This design comes from an exercise in tuning for small area and a short achievable clock period on the open sky130 flow, not from production work.
Only simulation tests tie the RTL to the original design; equivalence was not proved.
Power is estimated from default activity; no workload was simulated.

==> flow/design.v, too long to show whole: its modules and the start of the top module <==
// module pid_controller: 780 lines
// module pid_fa: 4 lines
// module pid_ha: 4 lines
// module top: 23 lines
module top (
  input  logic        clk,
  input  logic        rst_n,
  input  logic [15:0] setpoint,
  input  logic [15:0] feedback,
  input  logic [15:0] Kp,
  input  logic [15:0] Ki,
  input  logic [15:0] Kd,
  input  logic [15:0] clk_prescaler,
  output logic [15:0] control_signal
);
  // ...
==> flow/run.sh <==
#!/bin/bash
# synth_recipe.tcl (not shown) runs the flow's synth.tcl, then flattens the netlist and writes it again
# the make line also repeats each setting of config.mk as NAME=value (left out here)
make -C /OpenROAD-flow-scripts/flow DESIGN_CONFIG=/design/flow/config.mk WORK_HOME=/design/flow/orfs CLKGATE_MAP_FILE= SYNTH_SCRIPT=/design/flow/synth_recipe.tcl finish
==> flow/config.mk <==
export PLATFORM = sky130hd
export DESIGN_NAME = top
export DESIGN_NICKNAME = top
export VERILOG_FILES = /design/flow/design.v
export SDC_FILE = /design/flow/constraint.sdc
export NUM_CORES = 4
export LEC_CHECK = 0
export CAP_MARGIN = 20
export CORE_MARGIN = 2
export CORE_UTILIZATION = 40
export SETUP_SLACK_MARGIN = 4.5
export SLEW_MARGIN = 20
export SYNTH_HIERARCHICAL = 1
export SYNTH_MINIMUM_KEEP_SIZE = 0
==> flow/constraint.sdc <==
create_clock -name core_clock -period 12.5 [get_ports {clk}]
set_input_delay 2.5000 -clock core_clock [delete_from_list [all_inputs] [get_ports {clk}]]
set_output_delay 2.5000 -clock core_clock [all_outputs]
set_load 0.01 [all_outputs]
==> results_dict.tcl, run 1 <==
set metrics [dict create \
    met2WireLength_um 22400 \
    well_tap_count 511 \
    required_ns 12.73 \
    worst_path_most_repeated_cell "fa_1" \
    synth.distinct_cells 64 \
    wl_met3_um 2860 \
    slowest_delay_ns 0.51 \
    yosys.area_share.simple_pct 9.02 \
    grt_max_degree 64 \
    synth.area.top_cells "fa_1 (29%), dfrtp_1 (16%), xor2_1 (6.4%)" \
    grt_antenna_before_repair 0 \
    final_common_cell "fa_1" \
    die-area_um2 39700 \
    comb.multi_input.count 1316 \
    nFillCells 3588 \
    dp.final_hpwl_um 37200 \
    cts_buffer_depth 2 \
    ys_ff_latch 97 \
    met1_length_um 20200 \
    clk_latency_ns 0.37 \
    place_inst 2147 \
    cp.arrival_ns 8.11 \
    pwr-share-seq_pct 13.6 \
    buf_share_pct 8.11 \
    cts_buffers 9 \
    startpoint_type "primary input" \
    synth-xor-area-share_pct 10.3 \
    run_status "finished clean" \
    num_vias 12400 \
    powerDensity_nw_per_um2 260 \
    reg2reg_to "u_dut.C1[15]" \
    design_area_um2 17300 \
    wl_per_cell_um 21.4 \
    fin_crit_sh_pct 63.0 \
    grt_busiest_layer "met2" \
    use_met2_pct 40.0 \
    cts_tree "yes" \
    die_w_um 199 \
]
==> run 2: changes to the inputs <==
--- a/flow/config.mk
+++ b/flow/config.mk
@@ -6,4 +6,5 @@
 export NUM_CORES = 4
 export LEC_CHECK = 0
+export ABC_AREA = 1
 export CAP_MARGIN = 20
 export CORE_MARGIN = 2
==> results_dict.tcl, run 2 <==
set metrics [dict create \
    nFillCells 3890 \
    grt_antenna_before_repair 0 \
    ctsHtreeMaxLevel 3 \
    synth_area_leader_cell "fa_1" \
    die-area_um2 40800 \
    synth-edff-count 0 \
    setup_tns_ns 0 \
    yosysSeqAreaShare_pct 15.5 \
    row_count 72 \
    syn_avg_cell_area_um2 7.70 \
    fin_ws_ns 4.87 \
    synth.area.top_cells "fa_1 (28%), nand2_1 (18%), dfrtp_1 (15%)" \
    grt_max_degree 74 \
    overflow 0 \
    skew_ns 0.0157 \
    diodes 0 \
    ant_nets 0 \
    wl_met3_um 4290 \
    maxCapViolCount 0 \
    cts_num_sinks 97 \
    synth.distinct_cells 49 \
    synth.most_common_cell "nand2_1" \
    ir_drop_mv 0.126 \
    r2r_start "u_dut.smp" \
    final_cell_mix "nand2_1 (751), fa_1 (218), inv_1 (202)" \
    nets 2497 \
    timing.reg2reg.setup_slack_ns 5.77 \
    track_usage_pct 25.7 \
    ff2ff_path_depth 14 \
    clockPowerShare_pct 6.9 \
    num_vias 13900 \
    netlist_top_cells_count "nand2_1 (751), fa_1 (219), inv_1 (202)" \
    holdBufCountCts 0 \
    layout-drive-gt1-share_pct 3.65 \
    path_max_fanout 9 \
    clkTransAtPathRegs_ns 0.09 \
    io_pins 114 \
    fmax_mhz 131 \
    switching_share_pct 50.2 \
    rsz0062_at_grt "no" \
    totalWireLength_um 51000 \
    post_cts_buffers 0 \
    async_flop_share_pct 100 \
    drtIter0Drc 1470 \
    reg2reg_to "u_dut.C1[15]" \
    root_buffer "clkbuf_16" \
    clk_latency_ns 0.39 \
    met1_length_um 22200 \
    hold_end "u_dut.prev[14]" \
    hold_depth 2 \
    cts_buffers 9 \
    hold_class "flip-flop to flip-flop" \
    ys_ff_latch 97 \
    pwr-share-seq_pct 13.7 \
    end_kind "flip-flop" \
    die_h_um 202 \
    final_common_cell "nand2_1" \
    power.switching_uw 2220 \
    wl_per_cell_um 19.4 \
    postCtsResizedCells 0 \
    cts_tree "yes" \
    synthCells 2034 \
    hold_viol_final 0 \
    place.gp.congestion 0.997 \
    hold_start "u_dut.prev[14]" \
    fin_crit_sh_pct 61.0 \
    first_global_vias 13800 \
    grt_pass1_wl_um 80400 \
    ys_warn_count 7 \
    synth_area_um2 15700 \
    startpoint_type "primary input" \
    met2WireLength_um 23200 \
    drc 0 \
    preCtsSetupSlack_ns 4.50 \
    leakage_uw 0.00883 \
    dpl_cell_area_um2 17200 \
    drv_slew 0 \
    relSlewSlack_pct 32.8 \
    die_w_um 202 \
    powerDensity_nw_per_um2 252 \
    cts_buffer_depth 2 \
    path_class "primary input to flip-flop" \
    viasPerCell 5.29 \
    cp.arrival_ns 7.90 \
    run_status "finished clean" \
    io_buffers 113 \
    syn2layout_area_growth_pct 11.8 \
    start_util_pct 40.5 \
    design_area_um2 17500 \
    dp.final_hpwl_um 41600 \
    synthFlopType "dfrtp_1" \
    combinationalPowerShare_pct 79.4 \
    setup_viol_count_final 0 \
    dr.pass1.iters 6 \
    post-route-min-period_ns 7.63 \
    required_ns 12.77 \
    routed.top_layer "met4" \
    tightest_slew_ns 1.01 \
    intPower_uw 2200 \
    netlist.area_leader.share_pct 28.0 \
    syn-num-nets 2424 \
    coreArea_um2 38600 \
]
[run 2: worst max-delay path: stages]
cell             delay (ns)
clkdlybuf4s50_1        0.39
nand2_1                0.42
inv_1                  0.21
ha_1                   0.29
fa_1                   0.46
xor2_1                 0.58
clkinv_1               0.47
nand2_1                0.18
nand2_1                0.08
nand2_1                0.06
nand2_1                0.08
fa_1                   0.44
fa_1                   0.44
fa_1                   0.39
fa_1                   0.51
fa_1                   0.40
[run 2: area by class of cell]
class / count / area, um^2 / area share (%)
Multi-Input combinational cell: 1656 / 12100 / 69.0
Sequential cell: 97 / 2430 / 13.9
Timing Repair Buffer: 128 / 1240 / 7.09
Inverter: 215 / 807 / 4.61
Tap cell: 518 / 648 / 3.70
Clock buffer: 9 / 225 / 1.29
Clock inverter: 7 / 81.3 / 0.464
[run 2: how the worst max path moves through the flow]
stage | from | end | slack, ns | cells after the start
2_1_floorplan | Kd[0] | u_dut.C1[15] | 5.71 | 17
3_3_place_gp | feedback[0] | u_dut.I1[15] | 4.56 | 12
3_5_place_dp | Kd[0] | u_dut.C1[13] | 4.50 | 17
4_1_cts | Kd[0] | u_dut.C1[15] | 4.90 | 16
5_1_grt | Kd[0] | u_dut.C1[15] | 4.58 | 16
6_report | Kd[0] | u_dut.C1[15] | 4.87 | 16
[run 2: per-stage QoR]
step / power, uW / util [%] / hold slack (ns) / cells
final: 4420 / 45.3 / 0.497 / 2630
after global routing: 4910 / 45.3 / 0.534 / 2630
after CTS: 4440 / 45.3 / 0.499 / 2629
after detailed placement: 4110 / 44.5 / 0.477 / 2613
after global placement: 4010 / 44.5 / 0.472 / 2613
after floorplan: 2940 / - / 0.453 / 2034
[run 2: Yosys stat by module (local to each module, per instance), a selection]
module,flops+latches,times used,cells,cell area (um^2)
pid_fa,0,216,1,20.0
pid_controller,97,1,1818,11300
[run 2: power groups by stage]
stage | Sequential [uW] | Combinational (uW) | Clock [uW]
after floorplan | 579 | 2370 | 0
after global routing | 618 | 3970 | 321
after global placement | 608 | 3410 | 0
after CTS | 604 | 3530 | 310
final | 603 | 3510 | 307
after detailed placement | 610 | 3500 | 0
[run 2: cells by family (layout without fill, tap and decap cells)]
| group | count (synthesis) | in the layout | synth area share [%] |
|---|---|---|---|
| buffers and inverters | 281 | 359 | 7.39 |
| and+or+nand+nor | 979 | 979 | 25.4 |
| adders and majority gates | 292 | 292 | 33.8 |
| DFF | 97 | 97 | 15.5 |
| xor gates and xnor gates | 159 | 159 | 9.25 |
| AOI/OAI and AO/OA | 226 | 226 | 8.67 |
[run 2: per-layer routing]
metal  GRT usage, %  up-vias
li1               -     6540
met1           36.3     6706
met2           41.0      588
met3           3.84       72
met4           7.54        0
met5              0        -

## static timing again, ports no longer ideal
No port has a modelled driver above. Below, the same layouts with a new extraction and two added sets of constraints. Step 1, drivers: a clkbuf_16 drives clk and a buf_2 each remaining input, both assumed. Step 2 adds t to the input delays and takes it off the output delays; t is the mean of the earliest and latest rising clock arrival at the registers after step 1. Input paths then give back, and output paths get back, about the clock's delay inside the block. Slacks: ideal ports / drivers / drivers and shift; pairs: ideal ports / drivers.
| run | t (ns) | setup WS [ns] | worst setup path after step 2 | worst register clock-pin slew, ns | worst slew at a driven data input, ns |
|---|---|---|---|---|---|
| run 1 | 0.414 | 4.626 / 4.652 / 4.238 | input to register | 0.08 / 0.08 | 0.04 |
| run 2 | 0.434 | 4.870 / 4.902 / 4.468 | input to register | 0.09 / 0.09 | 0.05 |
After both steps every run listed still meets setup and hold. The setup slack of run 2, which loses most, moves by +0.032 ns with the drivers and by -0.402 ns with both steps.
